From an optimization exercise on the open Yosys and OpenROAD flow, aimed at small area and a short achievable clock period; shortcuts taken in it are not production practice. Only simulation tests tie the RTL to the original design; equivalence was not proved. No driver is modelled on the clock port, so clocking that relies on it looks cheaper here than on a real chip.

==> lagoon: inputs <==
==> flow/design.v (excerpt) <==
module sincos (
    input wire clk,
    input wire rst,
    input wire [7:0] theta,
    output reg [7:0] sine,
    output reg [7:0] cosine,
    output reg done
);
    reg [7:0] t [0:6];
    reg [7:0] t8;
    integer i;
    always @(posedge clk) begin
        t[0] <= theta;
        for (i = 1; i < 7; i = i + 1) t[i] <= t[i-1];
        t8 <= t[6] ^ {1'b0, t[6][7:1]};
    end
    wire a_n25, a_n26, a_n27, a_n28, a_n29, a_n30, a_n31, a_n32, a_n33, a_n34;
    wire a_n35, a_s6, a_n37, a_n38, a_n39, a_n40, a_n41, a_n42, a_n43, a_n44;
    wire a_n45, a_s5, a_n47, a_n48, a_n49, a_n50, a_n51, a_n52, a_n53, a_n54;
    wire a_n55, a_n56, a_n57, a_n58, a_n59, a_n60, a_n61, a_n62, a_n63, a_n64;
    wire a_n65, a_n66, a_n67, a_n68, a_n69, a_n70, a_n71, a_n72, a_n73, a_n74;
    wire a_n75, a_n76, a_n77, a_n78, a_n79, a_n80, a_n81, a_n82, a_n83, a_n84;
    wire a_n85, a_n86, a_n87, a_n88, a_n89, a_n90, a_n91, a_n92, a_n93, a_n94;
    wire a_n95, a_n96, a_n97, a_n98, a_n99, a_n100, a_n101, a_n102, a_n103, a_n104;
    wire a_n105, a_n106, a_n107, a_n108, a_n109, a_n110, a_n111, a_n112, a_n113, a_n114;
  ...
Settings: LEC_CHECK=0, ABC_AREA=1, CAP_MARGIN=20, CORE_MARGIN=2, CORE_UTILIZATION=40, SETUP_SLACK_MARGIN=2.5, SLEW_MARGIN=20; clock period 4.0 ns.
standard.sh (not shown) runs the stock make flow with config.mk's settings and CLKGATE_MAP_FILE= SYNTH_SCRIPT=/design/flow/synth_recipe.tcl, a recipe that flattens the netlist after the stock synthesis.
==> flow/flow/run.sh <==
#!/bin/bash
# Own layout flow: the standard ORFS flow (standard.sh, with its unchanged synthesis) and
# these changes to how the layout is made:
#  - port buffers are sky130_fd_sc_hd__buf_2 instead of the delay cell buffer_ports picks;
#  - repair may change a cell's footprint (MATCH_CELL_FOOTPRINT=0);
set -euo pipefail
cd "$(dirname "$0")/.."
bash standard.sh \
  BUFFER_PORTS_ARGS="-buffer_cell sky130_fd_sc_hd__buf_2" \
  MATCH_CELL_FOOTPRINT=0 \
  PRE_CTS_TCL="$PWD/flow/clock_tree.tcl" \
  CLK_SKEW_PATTERN='k_*' \
  CLK_SKEW_CELL='sky130_fd_sc_hd__clkdlybuf4s50_1 sky130_fd_sc_hd__clkdlybuf4s25_1' \
  finish > flow_make.log 2>&1
==> flow/flow/clock_tree.tcl <==
# Clock distribution made here instead of TritonCTS's H-tree: the clock port drives
# CLK_TREE_K clock buffers, each placed at the centre of a cluster of nearby flip-flops and
# driving that cluster's clock pins. One level of buffering gives every register the same
# kind of clock path (a balanced tree with a single buffer level).
set k_want [expr {[info exists ::env(CLK_TREE_K)] ? $::env(CLK_TREE_K) : 4}]
set bufname [expr {[info exists ::env(CLK_TREE_BUF)] ? $::env(CLK_TREE_BUF) : "sky130_fd_sc_hd__clkbuf_16"}]
set block [ord::get_db_block]
set db [ord::get_db]
set clk_port [lindex [sta::find_clocks_matching * 0 0] 0]
set clknet ""
foreach bt [$block getBTerms] {
  if {[$bt getName] eq "clk"} { set clknet [$bt getNet] }
}
set master [$db findMaster $bufname]
set skew_pat [expr {[info exists ::env(CLK_SKEW_PATTERN)] ? $::env(CLK_SKEW_PATTERN) : ""}]
set skew_cell [expr {[info exists ::env(CLK_SKEW_CELL)] ? $::env(CLK_SKEW_CELL) : ""}]
set sinks {}; set late {}
foreach it [$clknet getITerms] {
  if {$skew_pat ne "" && [string match $skew_pat [[$it getInst] getName]]} { lappend late $it } else { lappend sinks $it }
}
if {[llength $late] > 0} { incr k_want -1 }
set n [llength $sinks]
puts "clock_tree: $n sinks, $k_want buffers of $bufname"
# coordinates
set xs {}; set ys {}
foreach it $sinks {
  set b [[$it getInst] getBBox]
  lappend xs [expr {([$b xMin] + [$b xMax]) / 2.0}]
  lappend ys [expr {([$b yMin] + [$b yMax]) / 2.0}]
}
# k-means, seeded by sorting along x then y (deterministic)
set order [lsort -integer -indices [lmap x $xs {expr {int($x)}}]]
set cx {}; set cy {}
for {set k 0} {$k < $k_want} {incr k} {
  set i [lindex $order [expr {int(($k + 0.5) * $n / $k_want)}]]
  lappend cx [lindex $xs $i]; lappend cy [lindex $ys $i]
}
set cap [expr {int(ceil(double($n) / $k_want)) + 2}]
for {set iter 0} {$iter < 30} {incr iter} {
  # balanced assignment: greedy by distance with a cap per cluster
  set pairs {}
  for {set i 0} {$i < $n} {incr i} {
    for {set k 0} {$k < $k_want} {incr k} {
      set d [expr {abs([lindex $xs $i] - [lindex $cx $k]) + abs([lindex $ys $i] - [lindex $cy $k])}]
      lappend pairs [list $d $i $k]
    }
  }
  set pairs [lsort -real -index 0 $pairs]
  set asg [lrepeat $n -1]; set cnt [lrepeat $k_want 0]
  foreach p $pairs {
    lassign $p d i k
    if {[lindex $asg $i] >= 0} continue
    if {[lindex $cnt $k] >= $cap} continue
    lset asg $i $k; lset cnt $k [expr {[lindex $cnt $k] + 1}]
  }
  set sx [lrepeat $k_want 0.0]; set sy [lrepeat $k_want 0.0]
  for {set i 0} {$i < $n} {incr i} {
    set k [lindex $asg $i]
    lset sx $k [expr {[lindex $sx $k] + [lindex $xs $i]}]
    lset sy $k [expr {[lindex $sy $k] + [lindex $ys $i]}]
  }
  for {set k 0} {$k < $k_want} {incr k} {
    if {[lindex $cnt $k] > 0} {
      lset cx $k [expr {[lindex $sx $k] / [lindex $cnt $k]}]
      lset cy $k [expr {[lindex $sy $k] / [lindex $cnt $k]}]
    }
  }
}
for {set k 0} {$k < $k_want} {incr k} {
  set inst [odb::dbInst_create $block $master "clkbuf_root_$k"]
  set net [odb::dbNet_create $block "clknet_root_$k"]
  $net setSigType CLOCK
  [$inst findITerm A] connect $clknet
  [$inst findITerm X] connect $net
  set w [[$inst getMaster] getWidth]; set h [[$inst getMaster] getHeight]
  $inst setLocation [expr {int([lindex $cx $k] - $w / 2)}] [expr {int([lindex $cy $k] - $h / 2)}]
  $inst setPlacementStatus PLACED
  $inst setSourceType TIMING
  puts "clock_tree: buffer $k at ([expr {int([lindex $cx $k])}], [expr {int([lindex $cy $k])}]) drives [lindex $cnt $k] sinks"
}
for {set i 0} {$i < $n} {incr i} {
  set it [lindex $sinks $i]
  set k [lindex $asg $i]
  $it disconnect
  $it connect [$block findNet "clknet_root_$k"]
}
if {[llength $late] > 0} {
  # the pipeline's middle register: its clock passes through extra delay cells, which moves time
  # from the stage after it to the stage before it (both are register-to-register paths)
  set lx 0.0; set ly 0.0
  foreach it $late {
    set b [[$it getInst] getBBox]
    set lx [expr {$lx + ([$b xMin] + [$b xMax]) / 2.0}]; set ly [expr {$ly + ([$b yMin] + [$b yMax]) / 2.0}]
  }
  set lx [expr {int($lx / [llength $late])}]; set ly [expr {int($ly / [llength $late])}]
  set prev $clknet
  set di 0
  foreach cell $skew_cell {
    set dly [odb::dbInst_create $block [$db findMaster $cell] "clkdly_late_$di"]
    set dnet [odb::dbNet_create $block "clknet_late_d$di"]
    $dnet setSigType CLOCK
    [$dly findITerm A] connect $prev
    [$dly findITerm X] connect $dnet
    $dly setLocation [expr {$lx - 2000 - 4000 * $di}] $ly; $dly setPlacementStatus PLACED; $dly setSourceType TIMING
    set prev $dnet
    incr di
  }
  set lb [odb::dbInst_create $block $master "clkbuf_late"]
  set lnet [odb::dbNet_create $block "clknet_late"]
  $lnet setSigType CLOCK
  [$lb findITerm A] connect $prev
  [$lb findITerm X] connect $lnet
  $lb setLocation $lx $ly; $lb setPlacementStatus PLACED; $lb setSourceType TIMING
  foreach it $late { $it disconnect; $it connect $lnet }
  puts "clock_tree: [llength $late] sinks matching $skew_pat behind $skew_cell"
}
$clknet setSigType CLOCK
global_connect
set_propagated_clock [all_clocks]
==> ember: changes against lagoon <==
--- a/flow/flow/run.sh
+++ b/flow/flow/run.sh
@@ -11,4 +11,5 @@
   PRE_CTS_TCL="$PWD/flow/clock_tree.tcl" \
   CLK_SKEW_PATTERN='k_*' \
-  CLK_SKEW_CELL='sky130_fd_sc_hd__clkdlybuf4s50_1 sky130_fd_sc_hd__clkdlybuf4s25_1' \
+  CLK_SKEW_CELL=sky130_fd_sc_hd__clkdlybuf4s50_1 \
+  CLK_LATE_FROM_GROUP=1 \
   finish > flow_make.log 2>&1
--- a/flow/flow/clock_tree.tcl
+++ b/flow/flow/clock_tree.tcl
@@ -19,5 +19,6 @@
   if {$skew_pat ne "" && [string match $skew_pat [[$it getInst] getName]]} { lappend late $it } else { lappend sinks $it }
 }
-if {[llength $late] > 0} { incr k_want -1 }
+set late_from_group [expr {[info exists ::env(CLK_LATE_FROM_GROUP)] && $::env(CLK_LATE_FROM_GROUP)}]
+if {[llength $late] > 0 && !$late_from_group} { incr k_want -1 }
 set n [llength $sinks]
 puts "clock_tree: $n sinks, $k_want buffers of $bufname"
@@ -95,4 +96,12 @@
   set lx [expr {int($lx / [llength $late])}]; set ly [expr {int($ly / [llength $late])}]
   set prev $clknet
+  if {$late_from_group} {
+    # start the delay chain from the clock buffer nearest to the late registers
+    set bestd 1e18
+    for {set k 0} {$k < $k_want} {incr k} {
+      set d [expr {abs([lindex $cx $k] - $lx) + abs([lindex $cy $k] - $ly)}]
+      if {$d < $bestd} { set bestd $d; set prev [$block findNet "clknet_root_$k"] }
+    }
+  }
   set di 0
   foreach cell $skew_cell {
--- a/flow/config.mk
+++ b/flow/config.mk
@@ -10,4 +10,4 @@
 export CORE_MARGIN = 2
 export CORE_UTILIZATION = 40
-export SETUP_SLACK_MARGIN = 2.5
+export SETUP_SLACK_MARGIN = 2.55
 export SLEW_MARGIN = 20
==> metrics.csv <==
metric,value,unit
run_status,timing/DRC/antenna clean,
skew,0.775,ns
hold_slack,0.0450,ns
finalCritPeriodShare,36.9,%
report.power.total,2.12,mW
timing.fmax,677,MHz
worst-endpoint-arrival,0.68,ns
# the run above: lagoon

==> metrics.csv <==
metric,value,unit
grt_pass1_wl,13200,um
run_status,timing/DRC/antenna clean,
die_y,100,um
hold_slack,0.00395,ns
worst-endpoint-arrival,0.65,ns
report.power.total,2.15,mW
timing.fmax,692,MHz
largest_register,t,
skew,0.705,ns
# the run above: ember

==> static timing again, ports no longer ideal <==
The results above use ideal ports. As a check the final layouts listed here were re-extracted and re-timed, cells and wires unchanged. Step 1 sets driving cells, clkbuf_16 on the clock port and buf_2 on the other inputs (assumed; they add their load-dependent delay and slew). Step 2, shift: input delay + t, output delay - t, t = (earliest + latest rising clock arrival at the registers) / 2. This alone moves slack from input paths to output paths. Slacks: ideal / step 1 / step 2; pairs: ideal / step 1.
| run | t, ns | setup WS [ns] | worst setup path at the end | clock arrival spread, ns | worst register clock-pin slew, ns | pins driven straight from the clock port |
|---|---|---|---|---|---|---|
| lagoon | 0.614 | 2.522 / 2.452 / 2.556 | register to register | 0.779 / 0.777 | 0.10 / 0.10 | 4 |
| ember | 0.568 | 2.555 / 2.480 / 2.620 | register to register | 0.707 / 0.706 | 0.08 / 0.08 | 4 |
In lagoon and ember the clock reaches the registers at very different times; t lies between them, and the last value is a rough guide only.
